From an optimization exercise on the open Yosys and OpenROAD flow, aimed at a short achievable clock period and few clock cycles; shortcuts taken in it are not production practice. The RTL was checked by simulation tests, not by an equivalence proof against the original design. Power is estimated from default activity; no workload was simulated.

<file path="design/flow/design.v">
package rv32i_types;
typedef enum bit [6:0] {
    op_lui   = 7'b0110111,  
    op_auipc = 7'b0010111,  
    op_jal   = 7'b1101111,  
    op_jalr  = 7'b1100111,  
    op_br    = 7'b1100011,  
    op_load  = 7'b0000011,  
    op_store = 7'b0100011,  
    op_imm   = 7'b0010011,  
    op_reg   = 7'b0110011,  
    op_csr   = 7'b1110011   
} rv32i_opcode;
typedef enum bit [2:0] {
    beq  = 3'b000,
    bne  = 3'b001,
    blt  = 3'b100,
    bge  = 3'b101,
    bltu = 3'b110,
    bgeu = 3'b111
} branch_funct3_t;
typedef enum bit [2:0] {
    lb  = 3'b000,
    lh  = 3'b001,
    lw  = 3'b010,
    lbu = 3'b100,
    lhu = 3'b101
} load_funct3_t;
typedef enum bit [2:0] {
    sb = 3'b000,
    sh = 3'b001,
    sw = 3'b010
} store_funct3_t;
typedef enum bit [2:0] {
    add  = 3'b000,  
    sll  = 3'b001,
    slt  = 3'b010,
    sltu = 3'b011,
    axor = 3'b100,
    sr   = 3'b101,  
    aor  = 3'b110,
    aand = 3'b111
} arith_funct3_t;
typedef enum bit [2:0] {
    alu_add = 3'b000,
    alu_sll = 3'b001,
    alu_sra = 3'b010,
    alu_sub = 3'b011,
    alu_xor = 3'b100,
    alu_srl = 3'b101,
    alu_or  = 3'b110,
    alu_and = 3'b111
} alu_ops;
typedef logic [31:0] rv32i_word;
typedef logic [4:0] rv32i_reg;
typedef logic [3:0] rv32i_mem_wmask;
 typedef struct packed {
	rv32i_opcode opcode;
	logic [1:0] pcadd_sel;
	logic [2:0] alumux_sel;
	logic alumux_sel_a;
	logic cmpmux_sel;
	logic pc_adder_arg;
	alu_ops aluop;
	branch_funct3_t cmpop;
} EX_struct;
typedef struct packed {
	rv32i_opcode opcode;
	logic [1:0] pcmux_if_sel;
	logic mem_read;
	logic mem_write;
	logic [3:0] mem_byte_enable;
	logic [2:0] mask_sel;
	logic load_predictor;
} MEM_struct;
typedef struct packed {
	rv32i_opcode opcode;
	logic [2:0] wbmux_sel;
	logic load_regfile;
} WB_struct;
endpackage : rv32i_types
module mux2 #(parameter width = 32)
(
	input sel,
	input [width-1:0] a, b,
	output logic [width-1:0] f
);
always_comb
begin
	if (sel == 0)
		f = a;
	else
		f = b;
end
endmodule : mux2
module mux4 #(parameter width = 32)
(
	input logic[1:0]sel,
	input [width-1:0] a, b, c, d,
	output logic [width-1:0] f
);
always_comb
begin
	if (sel == 2'b00)
		f = a;
	else if (sel == 2'b01)
		f = b;
	else if (sel == 2'b10)
		f = c;
	else 
		f = d;
end
endmodule : mux4
module mux8 #(parameter width = 32)
(
	input logic[2:0]sel,
	input [width-1:0] a, b, c, d, e, f, g, h,
	output logic [width-1:0] out
);
always_comb
begin
	case(sel)
		3'b000: out = a;
		3'b001: out = b;
		3'b010: out = c;
		3'b011: out = d;
		3'b100: out = e;
		3'b101: out = f;
		3'b110: out = g;
		3'b111: out = h;
	endcase
end
endmodule : mux8
module adder
(
	input logic [31:0] a, b,
	output logic [31:0] f
);
always_comb 
begin
	f = a + b;
end
endmodule
module register #(parameter width = 32)
(
    input clk,
    input rst,
    input load,
    input [width-1:0] in,
    output logic [width-1:0] out
);
logic [width-1:0] data;
always_ff @(posedge clk)
begin
    if (rst)
    begin
        data <= 1'b0;
    end
    else if (load)
    begin
        data <= in;
    end
end
always_comb
begin
    out = data;
end
endmodule : register
module pc_register #(parameter width = 32)
(
    input clk,
    input rst,
    input load,
    input [width-1:0] in,
    output logic [width-1:0] out
);
logic [width-1:0] data;
always_ff @(posedge clk)
begin
    if (rst)
    begin
        data <= 32'h00000060;
    end
    else if (load)
    begin
        data <= in;
    end
end
always_comb
begin
    out = data;
end
endmodule : pc_register
import rv32i_types::*;
module ir
(
    input clk,
    input rst,
    input load,
    input [31:0] in,
    output [2:0] funct3,
    output [6:0] funct7,
    output rv32i_types::rv32i_opcode opcode,
    output [31:0] i_imm,
    output [31:0] s_imm,
    output [31:0] b_imm,
    output [31:0] u_imm,
    output [31:0] j_imm,
    output [4:0] rs1,
    output [4:0] rs2,
    output [4:0] rd
);
logic [31:0] data;
assign funct3 = data[14:12];
assign funct7 = data[31:25];
assign opcode = rv32i_types::rv32i_opcode'(data[6:0]);
assign i_imm = {{21{data[31]}}, data[30:20]};
assign s_imm = {{21{data[31]}}, data[30:25], data[11:7]};
assign b_imm = {{20{data[31]}}, data[7], data[30:25], data[11:8], 1'b0};
assign u_imm = {data[31:12], 12'h000};
assign j_imm = {{12{data[31]}}, data[19:12], data[20], data[30:21], 1'b0};
assign rs1 = data[19:15];
assign rs2 = data[24:20];
assign rd = data[11:7];
always_ff @(posedge clk)
begin
    if (rst)
    begin
        data <= 32'h00000000;
    end
    else if (load == 1)
    begin
        data <= in;
    end
end
endmodule : ir
module regfile
(
    input clk,
    input load,
    input [31:0] in,
    input [4:0] src_a, src_b, dest,
    output logic [31:0] reg_a, reg_b
);
logic [31:0] data [32]  ;
always_ff @(posedge clk)
begin
    if (load && dest)
    begin
        data[dest] <= in;
    end
end
always_comb
begin
    reg_a = src_a ? data[src_a] : 0;
    reg_b = src_b ? data[src_b] : 0;
end
endmodule : regfile
import rv32i_types::*;
module control_memory
(
	input rv32i_types::rv32i_opcode opcode,
	input logic [2:0] funct3,
	input logic [6:0] funct7,
	output rv32i_types::EX_struct EX_struct_out,
	output rv32i_types::MEM_struct MEM_struct_out,
	output rv32i_types::WB_struct WB_struct_out
);
always_comb
begin
	EX_struct_out.opcode = opcode;
	EX_struct_out.pcadd_sel = 0;
	EX_struct_out.alumux_sel = 0;
	EX_struct_out.alumux_sel_a = 0;
	EX_struct_out.pc_adder_arg = 0;
	EX_struct_out.cmpmux_sel = 0;
	EX_struct_out.aluop = rv32i_types::alu_ops'(funct3);
	EX_struct_out.cmpop = rv32i_types::branch_funct3_t'(funct3);
	MEM_struct_out.opcode = opcode;
	MEM_struct_out.pcmux_if_sel = 0;
	MEM_struct_out.mem_read = 0;
	MEM_struct_out.mem_write = 0;
	MEM_struct_out.mem_byte_enable = 4'b1111;
	MEM_struct_out.mask_sel = 0;
	MEM_struct_out.load_predictor = 0;
	WB_struct_out.opcode = opcode;
	WB_struct_out.wbmux_sel = 0;
	WB_struct_out.load_regfile = 0;
	case (opcode)
		op_auipc: begin
			WB_struct_out.load_regfile=1;
			EX_struct_out.alumux_sel=1;
			EX_struct_out.aluop=alu_add;
			EX_struct_out.alumux_sel_a = 1;
		end
		op_lui: begin
			WB_struct_out.load_regfile=1;
			WB_struct_out.wbmux_sel=2;
		end
		op_store: begin
			case (funct3)
				sw: begin
					EX_struct_out.alumux_sel = 3;
					EX_struct_out.aluop = alu_add;
					MEM_struct_out.mem_write = 1;
					MEM_struct_out.mem_byte_enable = 4'b1111;
				end
				sh: begin
					EX_struct_out.alumux_sel = 3;
					EX_struct_out.aluop = alu_add;
					MEM_struct_out.mem_write = 1;
					MEM_struct_out.mem_byte_enable = 4'b0011;
				end
				sb: begin
					EX_struct_out.alumux_sel = 3;
					EX_struct_out.aluop = alu_add;
					MEM_struct_out.mem_write = 1;
					MEM_struct_out.mem_byte_enable = 4'b0001;
				end
				default :;
			endcase
		end
		op_load: begin
			case (funct3) 
				lw: begin
					EX_struct_out.aluop = alu_add;
					MEM_struct_out.mem_read = 1;
					MEM_struct_out.mask_sel = 0;
					WB_struct_out.wbmux_sel = 3;
					WB_struct_out.load_regfile = 1;
				end
				lh: begin
					EX_struct_out.aluop = alu_add;
					MEM_struct_out.mem_read = 1;
					MEM_struct_out.mask_sel = 1;
					WB_struct_out.wbmux_sel = 3;
					WB_struct_out.load_regfile = 1;
				end
				lhu: begin
					EX_struct_out.aluop = alu_add;
					MEM_struct_out.mem_read = 1;
					MEM_struct_out.mask_sel = 2;
					WB_struct_out.wbmux_sel = 3;
					WB_struct_out.load_regfile = 1;
				end
				lb: begin
					EX_struct_out.aluop = alu_add;
					MEM_struct_out.mem_read = 1;
					MEM_struct_out.mask_sel = 3;
					WB_struct_out.wbmux_sel = 3;
					WB_struct_out.load_regfile = 1;
				end
				lbu: begin
					EX_struct_out.aluop = alu_add;
					MEM_struct_out.mem_read = 1;
					MEM_struct_out.mask_sel = 4;
					WB_struct_out.wbmux_sel = 3;
					WB_struct_out.load_regfile = 1;
				end
				default :;
			endcase
		end
		op_br: begin
			MEM_struct_out.pcmux_if_sel = 1;
			MEM_struct_out.load_predictor = 1;
		end
		op_imm: begin
			case (funct3)
				slt: begin
					WB_struct_out.load_regfile = 1;
					EX_struct_out.cmpop = blt;
					WB_struct_out.wbmux_sel = 1;
					EX_struct_out.cmpmux_sel = 1;
				end
				sltu: begin
					WB_struct_out.load_regfile = 1;
					EX_struct_out.cmpop = bltu;
					WB_struct_out.wbmux_sel = 1;
					EX_struct_out.cmpmux_sel = 1;
				end
				sr: begin
					if (funct7 == 7'b0100000) begin
						WB_struct_out.load_regfile = 1;
						EX_struct_out.aluop = alu_sra;
					end
					else begin
						WB_struct_out.load_regfile = 1;
						EX_struct_out.aluop = rv32i_types::alu_ops'(funct3);
					end
				end
				default: begin
					WB_struct_out.load_regfile = 1;
					EX_struct_out.aluop = rv32i_types::alu_ops'(funct3);
				end
			endcase
		end
		op_reg: begin
			case (funct3)
				add: begin
					if (funct7 == 7'b0000000) begin
						WB_struct_out.load_regfile = 1;
						EX_struct_out.alumux_sel = 5;
						EX_struct_out.aluop = alu_add;
					end
					else begin
						WB_struct_out.load_regfile = 1;
						EX_struct_out.alumux_sel = 5;
						EX_struct_out.aluop = alu_sub;
					end
				end
				sll: begin
					WB_struct_out.load_regfile = 1;
					EX_struct_out.alumux_sel = 5;
					EX_struct_out.aluop = alu_sll;
				end
				axor: begin
					WB_struct_out.load_regfile = 1;
					EX_struct_out.alumux_sel = 5;
					EX_struct_out.aluop = alu_xor;
				end
				sr: begin
					if (funct7 == 7'b0000000) begin
						WB_struct_out.load_regfile = 1;
						EX_struct_out.alumux_sel = 5;
						EX_struct_out.aluop = alu_srl;
					end
					else begin
						WB_struct_out.load_regfile = 1;
						EX_struct_out.alumux_sel = 5;
						EX_struct_out.aluop = alu_sra;
					end
				end
				aor: begin
					WB_struct_out.load_regfile = 1;
					EX_struct_out.alumux_sel = 5;
					EX_struct_out.aluop = alu_or;
				end
				aand: begin
					WB_struct_out.load_regfile = 1;
					EX_struct_out.alumux_sel = 5;
					EX_struct_out.aluop = alu_and;
				end
				slt: begin
					WB_struct_out.load_regfile = 1;
					WB_struct_out.wbmux_sel = 1;
					EX_struct_out.cmpop = blt;
				end
				sltu: begin
					WB_struct_out.load_regfile = 1;
					WB_struct_out.wbmux_sel = 1;
					EX_struct_out.cmpop = bltu;
				end
				default: ;
			endcase
		end
		op_jal: begin
			EX_struct_out.pcadd_sel = 1;   
			WB_struct_out.wbmux_sel = 4;
			WB_struct_out.load_regfile = 1;
			MEM_struct_out.pcmux_if_sel = 2;
			MEM_struct_out.load_predictor = 1;
		end
		op_jalr: begin
			EX_struct_out.pcadd_sel = 2;   
			EX_struct_out.pc_adder_arg = 1;
			WB_struct_out.wbmux_sel = 4;
			WB_struct_out.load_regfile = 1;
			MEM_struct_out.pcmux_if_sel = 2;
			MEM_struct_out.load_predictor = 1;
		end
		default:;
	endcase
end 
endmodule : control_memory
import rv32i_types::*;
module alu
(
    input rv32i_types::alu_ops aluop,
    input [31:0] a, b,
    output logic [31:0] f
);
always_comb
begin
    case (aluop)
        alu_add:  f = a + b;
        alu_sll:  f = a << b[4:0];
        alu_sra:  f = $signed(a) >>> b[4:0];
        alu_sub:  f = a - b;
        alu_xor:  f = a ^ b;
        alu_srl:  f = a >> b[4:0];
        alu_or:   f = a | b;
        alu_and:  f = a & b;
    endcase
end
endmodule : alu
import rv32i_types::*;
module cmp
(
	input [31:0] a, b, 
	input rv32i_types::branch_funct3_t cmpop,
	output logic br_en
);
always_comb
begin
	br_en = 0;
	case(cmpop)
		beq: begin
			if (a==b)
				br_en = 1;
			else 
				br_en = 0;
		end
		bne: begin
			if (a!=b)
				br_en = 1;
			else 
				br_en = 0;
		end
		blt: begin
			if ($signed(a)<$signed(b))
				br_en = 1;
			else
				br_en = 0;
		end
		bge: begin
			if ($signed(a)>=$signed(b))
				br_en = 1;
			else 
				br_en = 0;
		end
		bltu: begin
			if (a<b)
				br_en = 1;
			else 
				br_en = 0;
		end
		bgeu: begin
			if (a>=b)
				br_en = 1;
			else 
				br_en = 0;
		end
	endcase	
end
endmodule : cmp
module forward
(
	input MEM_write,
	input WB_write,
	input EX_write,
	input [4:0] reg_MEM,
	input [4:0] reg_WB,
	input [4:0] reg_EX,
	input [4:0] curr_a,
	input [4:0] curr_b,
	output logic [1:0] sel_a,
	output logic [1:0] sel_b
);
always_comb
begin
	if((curr_a == reg_EX)&&(EX_write == 1)&&(curr_a!=0))
		sel_a = 1;
	else if((curr_a == reg_MEM)&&(MEM_write == 1)&&(curr_a!=0))
		sel_a = 2;
	else if((curr_a == reg_WB)&&(WB_write == 1)&&(curr_a!=0))
		sel_a = 3;
	else
		sel_a = 0;
	if((curr_b == reg_EX)&&(EX_write == 1)&&(curr_b!=0))
		sel_b = 1;
	else if((curr_b == reg_MEM)&&(MEM_write == 1)&&(curr_b!=0))
		sel_b = 2;
	else if((curr_b == reg_WB)&&(WB_write == 1)&&(curr_b!=0))
		sel_b = 3;
	else
		sel_b = 0;
end
endmodule : forward
module ex_forward_mod #(parameter width = 32)
(
	input logic[2:0]sel,
	input [width-1:0] a, b, c, d,
	output logic [width-1:0] f
);
always_comb
begin
	if (sel == 3'b00)
		f = a;
	else if (sel == 3'b01)
		f = b;
	else if (sel == 3'b10)
		f = c;
	else 
		f = d;
end
endmodule : ex_forward_mod
module mem_forward_mod #(parameter width = 32)
(
	input logic[2:0]sel,
	input [width-1:0] mem,old,
	output logic [width-1:0] out
);
always_comb
begin
	if (sel == 3)
		out = mem;
	else 
		out = old;
end
endmodule : mem_forward_mod
module mem_data_mask 
(
	input logic [31:0] in,
	input logic [2:0] sel,
	output logic [31:0] out
);
always_comb 
begin
	case (sel)
		3'b000: out = in;   
		3'b001: out = {{16{in[15]}}, in[15:0]};  
		3'b010: out = {16'd0, in[15:0]};  
		3'b011: out = {{24{in[7]}}, in[7:0]};  
		3'b100: out = {24'd0, in[7:0]};  
		default: out = in;
	endcase 
end
endmodule 
module new_pc_mod
(
    input [1:0] sel,
    input br,
	 input pc,
	 input cmp,
	 input BTB_found,
	 input predict_result,
	 output logic flush,
	 output logic[1:0] out
);
always_comb
begin
	flush = 0;
	out = 0;
	if (predict_result && BTB_found)
	begin
		out = 3;
	end
	if((!br)&&(((sel==1) && cmp)||(sel==2)))
	begin
		flush = 1;
		out = 2;
	end
	else if((sel==1) && (!pc) && (!cmp))
	begin
		flush = 1;
		out = 1;
	end
end
endmodule : new_pc_mod
import rv32i_types::*;
module datapath
(
	 input clk,
	 input rst,
    input logic resp_a,
    input logic [31:0] rdata_a,
    output read_a,
    output write_a,
    output [3:0] wmask_a,
    output [31:0] address_a,
    output [31:0] wdata_a,
    input logic resp_b,
    input logic [31:0] rdata_b,
    output read_b,
    output write_b,
    output [3:0] wmask_b,
    output [31:0] address_b,
    output [31:0] wdata_b
);
logic cmpmux_sel;
logic [1:0] pcadd_sel;
logic [2:0] alumux_sel,  wbmux_sel;
logic [31:0] pcmux_if_out;
logic [31:0] b_imm, j_imm, i_imm, u_imm, s_imm, b_imm_out, j_imm_out, i_imm_out, u_imm_out, s_imm_out,u_imm_mem;
logic [31:0] pcmux_ex_out, alumux_out, alumux_out_a, cmpmux_out;
logic [31:0] alu_out_mem,alu_out_wb, br_en_wb, br_en_mem, br_en_ex, u_imm_wb, mem_data_mask_wb,mem_data_mask_wb_pseudo; 
logic [31:0] instruction_raw;
logic [31:0] pc_reg_out_if, pcadder_out_if, pcadder_mux_out, pc_reg_out_id, pc_reg_out_ex,pc_reg_out_mem,pc_reg_out_wb,pc_new;
logic [31:0] mem_rdata_wb;
logic pc_reg_load;
logic [2:0] mask_sel;
rv32i_types::rv32i_opcode opcode;
logic [2:0] funct3;
logic [6:0] funct7;
rv32i_types::EX_struct EX_struct_ID,EX_struct_EX;
rv32i_types::MEM_struct MEM_struct_ID,MEM_struct_EX,MEM_struct_MEM;
rv32i_types::WB_struct WB_struct_ID,WB_struct_EX,WB_struct_MEM,WB_struct_WB;
logic load_regfile;
logic [31:0] reg_datain,alu_out,rs1_out, rs2_out, rs1_out_EX, rs2_out_EX, rs1_out_old, rs2_out_old, mem_forward,ex_forward,ex_forward_out;
logic [4:0] rs1, rs2, rd, rd_EX, rd_MEM, rd_WB;
logic alumux_sel_a;
logic [1:0] forward_sel_a;
logic [1:0] forward_sel_b;
rv32i_types::alu_ops aluop;
logic cmp_out;
rv32i_types::branch_funct3_t cmpop;
logic flush_IF_ID, flush_IF_ID_EX,flush_counter,flush_counter_EX,predictor_a_hit,predictor_b_hit;
logic br_counter_ld,br_ms_counter_ld,I_cache_hit_ld,D_cache_hit_ld,l2_cache_hit_ld,I_cache_miss_ld,D_cache_miss_ld,l2_cache_miss_ld,stall_counter_ld,predictor_a_ld,predictor_b_ld;
logic br_counter_sel, br_ms_counter_sel,I_cache_hit_sel,D_cache_hit_sel,l2_cache_hit_sel,I_cache_miss_sel,D_cache_miss_sel,l2_cache_miss_sel,stall_counter_sel,predictor_a_sel,predictor_b_sel;
logic [31:0] rdata;
logic [31:0] br_counter;
logic [31:0] br_ms_counter;
logic [31:0] I_cache_hit;
logic [31:0] D_cache_hit;
logic [31:0] l2_cache_hit;
logic [31:0] I_cache_miss;
logic [31:0] D_cache_miss;
logic [31:0] l2_cache_miss;
logic [31:0] stall_counter;
logic [31:0] predictor_a;
logic [31:0] predictor_b;
logic IF_ID_load;
logic ID_EX_load;
logic EX_MEM_load;
logic MEM_WB_load;
logic [9:0] PHT_idx;
logic [1:0] PHT_wdata_a, PHT_wdata_b, PHT_rdata,PHT_rdata_a,PHT_rdata_b,PHT_rdata_a_temp,PHT_rdata_b_temp,PHT_rdata_temp,tournament_sel_prev,tournament_sel,tournament_write;
logic BTB_load,BTB_found,BTB_found_ID,BTB_counter_ID;
logic [31:0] BTB_data;
logic [31:0] BTB_input;
logic [31:0] pc_input;
logic [1:0] ID_PC_sel;
logic flush;
logic [2:0] funct3_temp;
logic[6:0] funct7_temp;
logic[6:0] opcode_temp,opcode_out;
logic [31:0] i_imm_out_temp;
logic [31:0] s_imm_out_temp;
logic [31:0] b_imm_out_temp;
logic [31:0] u_imm_out_temp;
logic [31:0] j_imm_out_temp;
logic [4:0] rs1_temp;
logic [4:0] rs2_temp;
logic [4:0] rd_temp;
assign opcode = rv32i_types::rv32i_opcode' (opcode_out);
assign BTB_found = 1'b0;
assign BTB_data = 32'b0;
assign PHT_rdata = 2'b0;
assign instruction_raw = rdata_a;
assign address_a = pc_reg_out_if;
assign write_a = 1'b0;
assign wmask_a = 4'b0;
assign wdata_a = 32'b0;
assign read_a = 1;
assign pc_reg_load = (!(read_a||write_a)||resp_a)&&(!(read_b||write_b)||resp_b) &&(!((opcode == op_load)&& ((rd == instruction_raw[19:15])||(rd == instruction_raw[24:20]))));
assign IF_ID_load = (!(read_a||write_a)||resp_a)&&(!(read_b||write_b)||resp_b);
assign ID_EX_load = (!(read_a||write_a)||resp_a)&&(!(read_b||write_b)||resp_b);
assign EX_MEM_load = (!(read_a||write_a)||resp_a)&&(!(read_b||write_b)||resp_b);
assign MEM_WB_load = (!(read_a||write_a)||resp_a)&&(!(read_b||write_b)||resp_b);
assign flush_IF_ID = ((opcode == op_load)&& ((rd == instruction_raw[19:15])||(rd == instruction_raw[24:20]))) || flush;
assign read_b = MEM_struct_MEM.mem_read;
assign write_b = MEM_struct_MEM.mem_write;
assign wmask_b = MEM_struct_MEM.mem_byte_enable;
assign address_b = alu_out_mem;
assign pcadd_sel = EX_struct_ID.pcadd_sel;
assign alumux_sel = EX_struct_EX.alumux_sel;
assign alumux_sel_a = EX_struct_EX.alumux_sel_a;
assign aluop = EX_struct_EX.aluop;
assign cmpop = EX_struct_ID.cmpop;
assign cmpmux_sel = EX_struct_ID.cmpmux_sel;
assign load_regfile = WB_struct_WB.load_regfile;
assign mask_sel = MEM_struct_MEM.mask_sel;
assign wbmux_sel = WB_struct_WB.wbmux_sel; 
mux4 pcmux_if
(
	.sel(ID_PC_sel),
   .a(pcadder_out_if),
   .b(pc_reg_out_id+4),
	.c(pc_new),
	.d(BTB_data),
   .f(pc_input)
);
adder add_if
(
	.a(pc_reg_out_if),
	.b(32'd4),
	.f(pcadder_out_if)
);
pc_register pc_reg
(
	.clk(clk),
    .rst(rst),
   .load(pc_reg_load),
   .in(pc_input),
   .out(pc_reg_out_if)
);
register #(.width(1)) flush_ID_EX
(
    .clk,
    .rst(rst),
    .load(IF_ID_load),
    .in(flush_IF_ID),
    .out(flush_IF_ID_EX)
);
register #(.width(32)) pc_latch_IF_ID
(
    .clk,
    .rst(rst),
    .load(IF_ID_load),
    .in(pc_reg_out_if),
    .out(pc_reg_out_id)
);
ir ir
(
    .clk,
    .rst(rst),
    .load(IF_ID_load),
    .in(instruction_raw),
    .funct3(funct3_temp),
	 .funct7(funct7_temp),
    .opcode(opcode_temp),
    .i_imm(i_imm_out_temp),
	 .s_imm(s_imm_out_temp),
	 .b_imm(b_imm_out_temp),
	 .u_imm(u_imm_out_temp),
	 .j_imm(j_imm_out_temp),
	 .rs1(rs1_temp),
	 .rs2(rs2_temp),
	 .rd(rd_temp)
);
mux2 #(.width(5)) rs1_flush
(
	.sel(flush_IF_ID_EX),
	.a(rs1_temp),
	.b(5'b0),
	.f(rs1)
);
mux2 #(.width(5)) rs2_flush
(
	.sel(flush_IF_ID_EX),
	.a(rs2_temp),
	.b(5'b0),
	.f(rs2)
);
mux2 #(.width(5)) rd_flush
(
	.sel(flush_IF_ID_EX),
	.a(rd_temp),
	.b(5'b0),
	.f(rd)
);
mux2 s_imm_flush
(
	.sel(flush_IF_ID_EX),
	.a(s_imm_out_temp),
	.b(32'b0),
	.f(s_imm_out)
);
mux2 b_imm_flush
(
	.sel(flush_IF_ID_EX),
	.a(b_imm_out_temp),
	.b(32'b0),
	.f(b_imm_out)
);
mux2 u_imm_flush
(
	.sel(flush_IF_ID_EX),
	.a(u_imm_out_temp),
	.b(32'b0),
	.f(u_imm_out)
);
mux2 j_imm_flush
(
	.sel(flush_IF_ID_EX),
	.a(j_imm_out_temp),
	.b(32'b0),
	.f(j_imm_out)
);
mux2 i_imm_flush
(
	.sel(flush_IF_ID_EX),
	.a(i_imm_out_temp),
	.b(32'b0),
	.f(i_imm_out)
);
mux2 #(.width(3)) funct3_flush
(
	.sel(flush_IF_ID_EX),
	.a(funct3_temp),
	.b(3'b0),
	.f(funct3)
);
mux2 #(.width(7)) funct7_flush
(
	.sel(flush_IF_ID_EX),
	.a(funct7_temp),
	.b(7'b0),
	.f(funct7)
);
mux2 #(.width(7)) opcode_flush
(
	.sel(flush_IF_ID_EX),
	.a(opcode_temp),
	.b(7'b0110011),
	.f(opcode_out)
);
control_memory control_memory
(
	.opcode(opcode),
	.funct3(funct3),
	.funct7(funct7),
	.EX_struct_out(EX_struct_ID),
	.MEM_struct_out(MEM_struct_ID),
	.WB_struct_out(WB_struct_ID)
);
regfile regfile
(
	.clk(clk),
   .load(load_regfile),
   .in(reg_datain),
   .src_a(rs1),
	.src_b(rs2), 
	.dest(rd_WB),
   .reg_a(rs1_out), 
	.reg_b(rs2_out)
);
mux4 pcmux_ex
(
	.sel(pcadd_sel),
	.a(b_imm_out),
	.b(j_imm_out),
	.c(i_imm_out),
	.d(i_imm_out),
	.f(pcmux_ex_out)
);
mux2 pcadder_sel_mux
(
	.sel(EX_struct_ID.pc_adder_arg),
	.a(pc_reg_out_id+pcmux_ex_out),
	.b(rs1_out_old+pcmux_ex_out),
	.f(pc_new)
);
mux4 forward_mux_a
(
	.sel(forward_sel_a),
	.a(rs1_out),
	.b(ex_forward),
	.c(mem_forward),
	.d(reg_datain),
	.f(rs1_out_old)
);
mux4 forward_mux_b
(
	.sel(forward_sel_b),
	.a(rs2_out),
	.b(ex_forward),
	.c(mem_forward),
	.d(reg_datain),
	.f(rs2_out_old)
);
forward foward
(
	.MEM_write(WB_struct_MEM.load_regfile),
	.WB_write(WB_struct_WB.load_regfile),
	.EX_write(WB_struct_EX.load_regfile),
	.reg_MEM(rd_MEM),
	.reg_WB(rd_WB),
	.reg_EX(rd_EX),
	.sel_a(forward_sel_a),
	.sel_b(forward_sel_b),
	.curr_a(rs1),
	.curr_b(rs2)
);
mux2 cmpmux
(
	.sel(cmpmux_sel),
	.a(rs2_out_old),
	.b(i_imm_out),
	.f(cmpmux_out)
);
cmp cmp
(
	.a(rs1_out_old), 
	.b(cmpmux_out), 
	.cmpop(cmpop),
	.br_en(cmp_out)
);
new_pc_mod new_pc_mod
(
	.sel(MEM_struct_ID.pcmux_if_sel),
	.br(pc_new==pc_reg_out_if),
	.cmp(cmp_out),
	.pc((pc_reg_out_id+4)==pc_reg_out_if),
	.predict_result(PHT_rdata[1]),
	.BTB_found(BTB_found),
	.flush(flush),
	.out(ID_PC_sel)
);
register #(.width(32)) pc_latch_ID_EX
(
    .clk,
    .rst(rst),
    .load(ID_EX_load),
    .in(pc_reg_out_id),
    .out(pc_reg_out_ex)
);
register #(.width(21)) EX_struct_ID_EX
(
    .clk,
    .rst(rst),
    .load(ID_EX_load),
    .in(EX_struct_ID),
    .out(EX_struct_EX)
);
register #(.width(19)) MEM_struct_ID_EX
(
    .clk,
    .rst(rst),
    .load(ID_EX_load),
    .in(MEM_struct_ID),
    .out(MEM_struct_EX)
);
register #(.width(11)) WB_struct_ID_EX
(
    .clk,
    .rst(rst),
    .load(ID_EX_load),
    .in(WB_struct_ID),
    .out(WB_struct_EX)
);
register #(.width(32)) rs1_ID_EX
(
    .clk,
    .rst(rst),
    .load(ID_EX_load),
    .in(rs1_out_old),
    .out(rs1_out_EX)
);
register #(.width(32)) rs2_ID_EX
(
    .clk,
    .rst(rst),
    .load(ID_EX_load),
    .in(rs2_out_old),
    .out(rs2_out_EX)
);
register #(.width(5)) rd_ID_EX
(
    .clk,
    .rst(rst),
    .load(ID_EX_load),
    .in(rd),
    .out(rd_EX)
);
register #(.width(32)) br_en_ID_EX
(
    .clk,
    .rst(rst),
    .load(ID_EX_load),
    .in({31'b0,cmp_out}),
    .out(br_en_ex)
);
register #(.width(32)) b_imm_out_ID_EX
(
    .clk,
    .rst(rst),
    .load(ID_EX_load),
    .in(b_imm_out),
    .out(b_imm)
);
register #(.width(32)) j_imm_out_ID_EX
(
    .clk,
    .rst(rst),
    .load(ID_EX_load),
    .in(j_imm_out),
    .out(j_imm)
);
register #(.width(32)) i_imm_out_ID_EX
(
    .clk,
    .rst(rst),
    .load(ID_EX_load),
    .in(i_imm_out),
    .out(i_imm)
);
register #(.width(32)) u_imm_out_ID_EX
(
    .clk,
    .rst(rst),
    .load(ID_EX_load),
    .in(u_imm_out),
    .out(u_imm)
);
register #(.width(32)) s_imm_out_ID_EX
(
    .clk,
    .rst(rst),
    .load(ID_EX_load),
    .in(s_imm_out),
    .out(s_imm)
);
mux8 alumux
(
	.sel(alumux_sel),
	.a(i_imm),
	.b(u_imm),
	.c(b_imm),
	.d(s_imm),
	.e(j_imm),
	.f(rs2_out_EX),
	.g(32'd0),
	.h(32'd0),
	.out(alumux_out)
);
mux2 alumux_a
(
	.sel(alumux_sel_a),
	.a(rs1_out_EX),
	.b(pc_reg_out_ex),
	.f(alumux_out_a)
);
ex_forward_mod ex_forward_mod
(
	.sel(WB_struct_EX.wbmux_sel),
	.a(alu_out),
	.b(br_en_ex),
	.c(u_imm),
	.d(pc_reg_out_ex+4),
	.f(ex_forward)
);
alu alu
(
	.aluop(aluop),
   .a(alumux_out_a), 
	.b(alumux_out),
   .f(alu_out)
);
register #(.width(32)) pc_latch_EX_MEM
(
    .clk,
    .rst(rst),
    .load(EX_MEM_load),
    .in(pc_reg_out_ex),
    .out(pc_reg_out_mem)
);
register #(.width(19)) MEM_struct_EX_MEM
(
    .clk,
    .rst(rst),
    .load(EX_MEM_load),
    .in(MEM_struct_EX),
    .out(MEM_struct_MEM)
);
register #(.width(11)) WB_struct_EX_MEM
(
    .clk,
    .rst(rst),
    .load(EX_MEM_load),
    .in(WB_struct_EX),
    .out(WB_struct_MEM)
);
register #(.width(32)) alu_out_EX_MEM
(
    .clk,
    .rst(rst),
    .load(EX_MEM_load),
    .in(alu_out),
    .out(alu_out_mem)
);
register #(.width(32)) mem_data_out_EX_MEM
(
    .clk,
    .rst(rst),
    .load(EX_MEM_load),
    .in(rs2_out_EX),
    .out(wdata_b)
);
register #(.width(32)) br_en_EX_MEM
(
    .clk,
    .rst(rst),
    .load(EX_MEM_load),
    .in(br_en_ex),
    .out(br_en_mem)
);
register #(.width(5)) rd_EX_MEM
(
    .clk,
    .rst(rst),
    .load(EX_MEM_load),
    .in(rd_EX),
    .out(rd_MEM)
);
register #(.width(32)) u_imm_out_EX_MEM
(
    .clk,
    .rst(rst),
    .load(EX_MEM_load),
    .in(u_imm),
    .out(u_imm_mem)
);
register #(.width(32)) EX_MEM_forwarding
(
    .clk,
    .rst(rst),
    .load(EX_MEM_load),
    .in(ex_forward),
    .out(ex_forward_out)
);
mem_forward_mod mem_forward_mod
(
	.sel(WB_struct_MEM.wbmux_sel),
	.old(ex_forward_out),
	.mem(mem_data_mask_wb_pseudo),
	.out(mem_forward)
);
assign rdata = rdata_b;
mem_data_mask mem_data_mask_pse
(
	.in(rdata_b),
	.sel(mask_sel),
	.out(mem_data_mask_wb_pseudo)
);
mem_data_mask mem_data_mask
(
	.in(rdata),
	.sel(mask_sel),
	.out(mem_data_mask_wb)
);
register #(.width(32)) pc_latch_MEM_WB
(
    .clk,
    .rst(rst),
    .load(MEM_WB_load),
    .in(pc_reg_out_mem),
    .out(pc_reg_out_wb)
);
register #(.width(11)) WB_struct_MEM_WB
(
    .clk,
    .rst(rst),
    .load(MEM_WB_load),
    .in(WB_struct_MEM),
    .out(WB_struct_WB)
);
register #(.width(32)) alu_out_MEM_WB
(
    .clk,
    .rst(rst),
    .load(MEM_WB_load),
    .in(alu_out_mem),
    .out(alu_out_wb)
);
register #(.width(32)) mem_data_out_MEM_WB
(
    .clk,
    .rst(rst),
    .load(MEM_WB_load),
    .in(mem_data_mask_wb),
    .out(mem_rdata_wb)
);
register #(.width(32)) br_en_MEM_WB
(
    .clk,
    .rst(rst),
    .load(MEM_WB_load),
    .in(br_en_mem),
    .out(br_en_wb)
);
register #(.width(5)) rd_MEM_WB
(
    .clk,
    .rst(rst),
    .load(MEM_WB_load),
    .in(rd_MEM),
    .out(rd_WB)
);
register #(.width(32)) u_imm_out_MEM_WB
(
    .clk,
    .rst(rst),
    .load(MEM_WB_load),
    .in(u_imm_mem),
    .out(u_imm_wb)
);
mux8 wbmux
(
	.sel(wbmux_sel),
	.a(alu_out_wb),
	.b(br_en_wb),
	.c(u_imm_wb),
	.d(mem_rdata_wb),
	.e(pc_reg_out_wb+4),
	.f(32'd0),
	.g(32'd0),
	.h(32'd0),
	.out(reg_datain)
);
endmodule
module mp3_core
(
    input  logic        clk,
    input  logic        rst,
    output logic [31:0] imem_addr,
    input  logic        imem_resp,
    input  logic [31:0] imem_rdata,
    output logic        dmem_read,
    output logic        dmem_write,
    output logic [3:0]  dmem_wmask,
    output logic [31:0] dmem_addr,
    output logic [31:0] dmem_wdata,
    input  logic        dmem_resp,
    input  logic [31:0] dmem_rdata
);
logic        read_a, write_a;
logic [3:0]  wmask_a;
logic [31:0] wdata_a;
datapath datapath
(
    .clk(clk),
    .rst(rst),
    .resp_a(imem_resp),
    .rdata_a(imem_rdata),
    .read_a(read_a),
    .write_a(write_a),
    .wmask_a(wmask_a),
    .address_a(imem_addr),
    .wdata_a(wdata_a),
    .resp_b(dmem_resp),
    .rdata_b(dmem_rdata),
    .read_b(dmem_read),
    .write_b(dmem_write),
    .wmask_b(dmem_wmask),
    .address_b(dmem_addr),
    .wdata_b(dmem_wdata)
);
endmodule
</file>
<file path="design/flow/run.sh">
#!/bin/bash
# synth_recipe.tcl (not shown) runs the flow's synth.tcl, then flattens the netlist and writes it again
# the make line also repeats each setting of config.mk as NAME=value (left out here)
make -C /OpenROAD-flow-scripts/flow DESIGN_CONFIG=/design/flow/config.mk WORK_HOME=/design/flow/orfs CLKGATE_MAP_FILE= SYNTH_SCRIPT=/design/flow/synth_recipe.tcl finish
</file>
<file path="design/flow/config.mk">
export PLATFORM = sky130hd
export DESIGN_NAME = mp3_core
export DESIGN_NICKNAME = mp3_core
export VERILOG_FILES = /design/flow/design.v
export SDC_FILE = /design/flow/constraint.sdc
export NUM_CORES = 4
export LEC_CHECK = 0
export CAP_MARGIN = 20
export CORE_MARGIN = 2
export CORE_UTILIZATION = 40
export SLEW_MARGIN = 20
</file>
<file path="design/flow/constraint.sdc">
create_clock -name core_clock -period 12.0 [get_ports {clk}]
set_input_delay 2.4000 -clock core_clock [delete_from_list [all_inputs] [get_ports {clk}]]
set_output_delay 2.4000 -clock core_clock [all_outputs]
set_load 0.01 [all_outputs]
</file>
==> run notes <==
==> cell type report <==
type / count / area, sq um
repair buffers: 570 / 5020
fillers: 20800 / 119000
diodes: 12 / 30.0
well taps: 2871 / 3590
clock buffers: 229 / 4720
clock inverters: 82 / 1020
multi-input cells: 6799 / 43900
flip-flops and latches: 1554 / 41400
inverters: 157 / 589
==> repair_timing <==
action                     4_1_cts  5_1_grt
resized for setup                0        3
setup endpoints to repair        0       32
buffers inserted                 0        1
==> logic make-up (layout without fill, tap and decap cells) <==
family / count (synthesis) / in the layout / share of synthesized area (%)
xor+xnor: 247 / 247 / 2.52
flops: 1554 / 1554 / 46.9
compound gates: 2684 / 2684 / 20.5
buf+inv: 975 / 1038 / 4.26
mux: 803 / 803 / 9.43
simple gates: 2868 / 2868 / 14.1
fa+ha+maj: 165 / 165 / 2.35
other cells: 1 / 44 / 0.00425
==> power by group <==
group          total, mW  internal (mW)  switching [mW]
clock network       5.50           3.14            2.35
logic               2.85          0.862            1.99
registers           5.93           5.81           0.121
==> synth_stat cells (all sizes together), types with 162 or more instances <==
cell and count:
nand2 1296, edfxtp 1024, nor2 839, a21oi 807
mux2i 750, clkbuf 635, dfxtp 530, o21ai 350
a211oi 254, nand3 196, buf 183, a221oi 181
o22ai 172, nor3 168, ha 162
==> worst min-delay path by stage <==
stage / start / to / slack [ps] / depth (start not counted)
5_1_grt: datapath.alu_out_EX_MEM.data[18] / datapath.alu_out_MEM_WB.data[18] / 450 / 2
6_report: datapath.alu_out_EX_MEM.data[18] / datapath.alu_out_MEM_WB.data[18] / 420 / 2
2_1_floorplan: datapath.ir.data[25] / datapath.ir.data[25] / 430 / 2
4_1_cts: datapath.alu_out_EX_MEM.data[18] / datapath.alu_out_MEM_WB.data[18] / 430 / 2
3_5_place_dp: datapath.u_imm_out_EX_MEM.data[22] / datapath.u_imm_out_MEM_WB.data[22] / 440 / 2
3_3_place_gp: datapath.u_imm_out_EX_MEM.data[30] / datapath.u_imm_out_MEM_WB.data[30] / 440 / 2
==> critical path, delay by kind of cell, from the launching register on <==
family	cells	cell delay [ps]
buffers and inverters	4	860
DFF	1	480
AOI/OAI and AO/OA	18	4190
xor gates and xnor gates	2	290
muxes	2	530
and+or+nand+nor	11	4080
adders and majority gates	2	870
==> through the flow <==
stage / util [%] / cell area (sq um) / std cells / worst slack (ps) / hold slack, ps
after floorplan: - / 88300 / 9328 / 2220 / 432
after global placement: 43.0 / 94300 / 11900 / 686 / 438
after detailed placement: 43.0 / 94400 / 11900 / 729 / 443
after CTS: 45.6 / 100000 / 12300 / 729 / 433
after global routing: 45.7 / 100000 / 12300 / 0.798 / 453
final: 45.7 / 100000 / 12300 / 601 / 424
==> per-layer routing <==
layer / vias up / routed length, um / part of all wire (%) / track usage (%)
met5: - / 212 / 0.050 / 0
met2: 5590 / 180000 / 42 / 53.6
met4: 28 / 28000 / 6.6 / 20.8
met3: 1209 / 49600 / 12 / 9.34
met1: 40600 / 169000 / 40 / 49.1
li1: 34600 / - / - / -
==> results.cfg <==
[status]
status = no timing/DRC/antenna violations

[critical_path]
arrival_ps = 12130
cp_slowest_stage_delay_ps = 580
critPathSlowestCell = or4_1
start_kind = flip-flop
crit_type = flip-flop to flip-flop
reg2reg_setup_slack_ps = 600
cp-end-kind = flip-flop
startpoint = datapath.EX_struct_ID_EX.data[10]
r2r_cells = 39
r2r_end = datapath.pc_reg.data[19]
worstReg2RegStart = datapath.EX_struct_ID_EX.data[10]
cp.required_ps = 12730
crit_path_max_fanout = 18
crit_end = datapath.pc_reg.data[19]

[placement]
hpwl_mm = 286
numPortBuffers = 169
place_congestion = 1.04

[clock_network]
postCtsHoldBufs = 0
cts.sinks = 1554
root_buffer = clkbuf_16
cts_tree = yes
cts-htree-levels = 4
insertion_delay_ps = 870
clockBufferDepth = 3
clkTransAtPathRegs_ps = 60
cts_buffers = 174

[power]
p_per_area_nw_per_um2 = 142
leakage_nw = 34.8
peakVddDrop_mv = 0.154
finalPower_mw = 14.3

[die]
io_pins = 170
die_area_sq_um = 224000
start_util_pct = 40.2
coreArea_sq_um = 220000
die_y_um = 474
row_count = 172
die_w_um = 474

[synth]
async_flop_share_pct = 0
synth-seq-cells = 1554
synthCells = 9297
syn_area_per_cell_sq_um = 9.49
yosysTopAreaCell = edfxtp_1
synth-seq-area-share_pct = 46.9
synth_flop_cell = edfxtp_1
syn-cell-area_sq_um = 88200
netlist_top_cells_area = edfxtp_1, dfxtp_1, mux2i_1
synth.top_cell.area_share_pct = 34.9
synth_cell_type_count = 115
synth-edff-count = 1024
synth_warnings = 24

[timing]
finalCritPeriodShare_pct = 95.0
finalSetupViolCount = 0
clock_skew_ps = 68.4
layout_min_cycle_time_ps = 11400
fmax_ghz = 0.0877
hold_viol = 0
slew_headroom_pct = 16.5
worst_slew_pin_slew_ps = 1240
rsz0062_at_grt = false
final_max_slew_viol_count = 0
finalSetupTns_ps = 0

[grt]
grt_first_pass_wirelength_mm = 589
antenna_found_initial = 32
grt_overflow = 0
grt_max_degree = 167
track_usage_pct = 36.7
grt_pass1_vias = 75300

[route]
wirelength_mm = 427
via_per_inst = 6.68
drtIter0Drc = 12000
ant_nets = 0
route.detailed.drc = 0
wl_per_cell_um = 34.8
firstDrtPassIters = 6
vias = 82000

[layout]
syn2layout_area_growth_pct = 13.7
mostFrequentLayoutCells = nand2_1, edfxtp_1, nor2_1, a21oi_1, mux2i_1
final_nets = 9488
largest_reg_flops = 1024
final_common_cell = nand2_1
top_register = datapath.regfile.data
drive_gt1_share_pct = 9.53

[min_path]
hp-class = flip-flop to flip-flop

[job]
cap_violations = 0
Testbench counts, summed over its fixed seeds: cycles 83,340.

-- static timing again, ports no longer ideal --
How much do the figures lean on ideal ports? The routed layout below was timed once more, with nothing changed but the port constraints.
Step 1: set_driving_cell puts a clkbuf_16 on clk and a buf_2 on each other input, an assumption about the parent block.
Step 2 times the ports against the registers' clock, not the clock port: input delays grow and output delays shrink by t, the midpoint of the rising clock arrivals with the driver on.
Three values: no drivers, after step 1, after step 2; two values: the first two.
shift t [ns]: 0.927
slack for setup (ns): 0.601 / 0.601 / 0.601
slew at the worst register clock pin (ns): 0.07 / 0.07
After both steps setup and hold are still met in this run. The setup slack of this run moves by 0.000 ns with the drivers and by 0.000 ns with both steps.
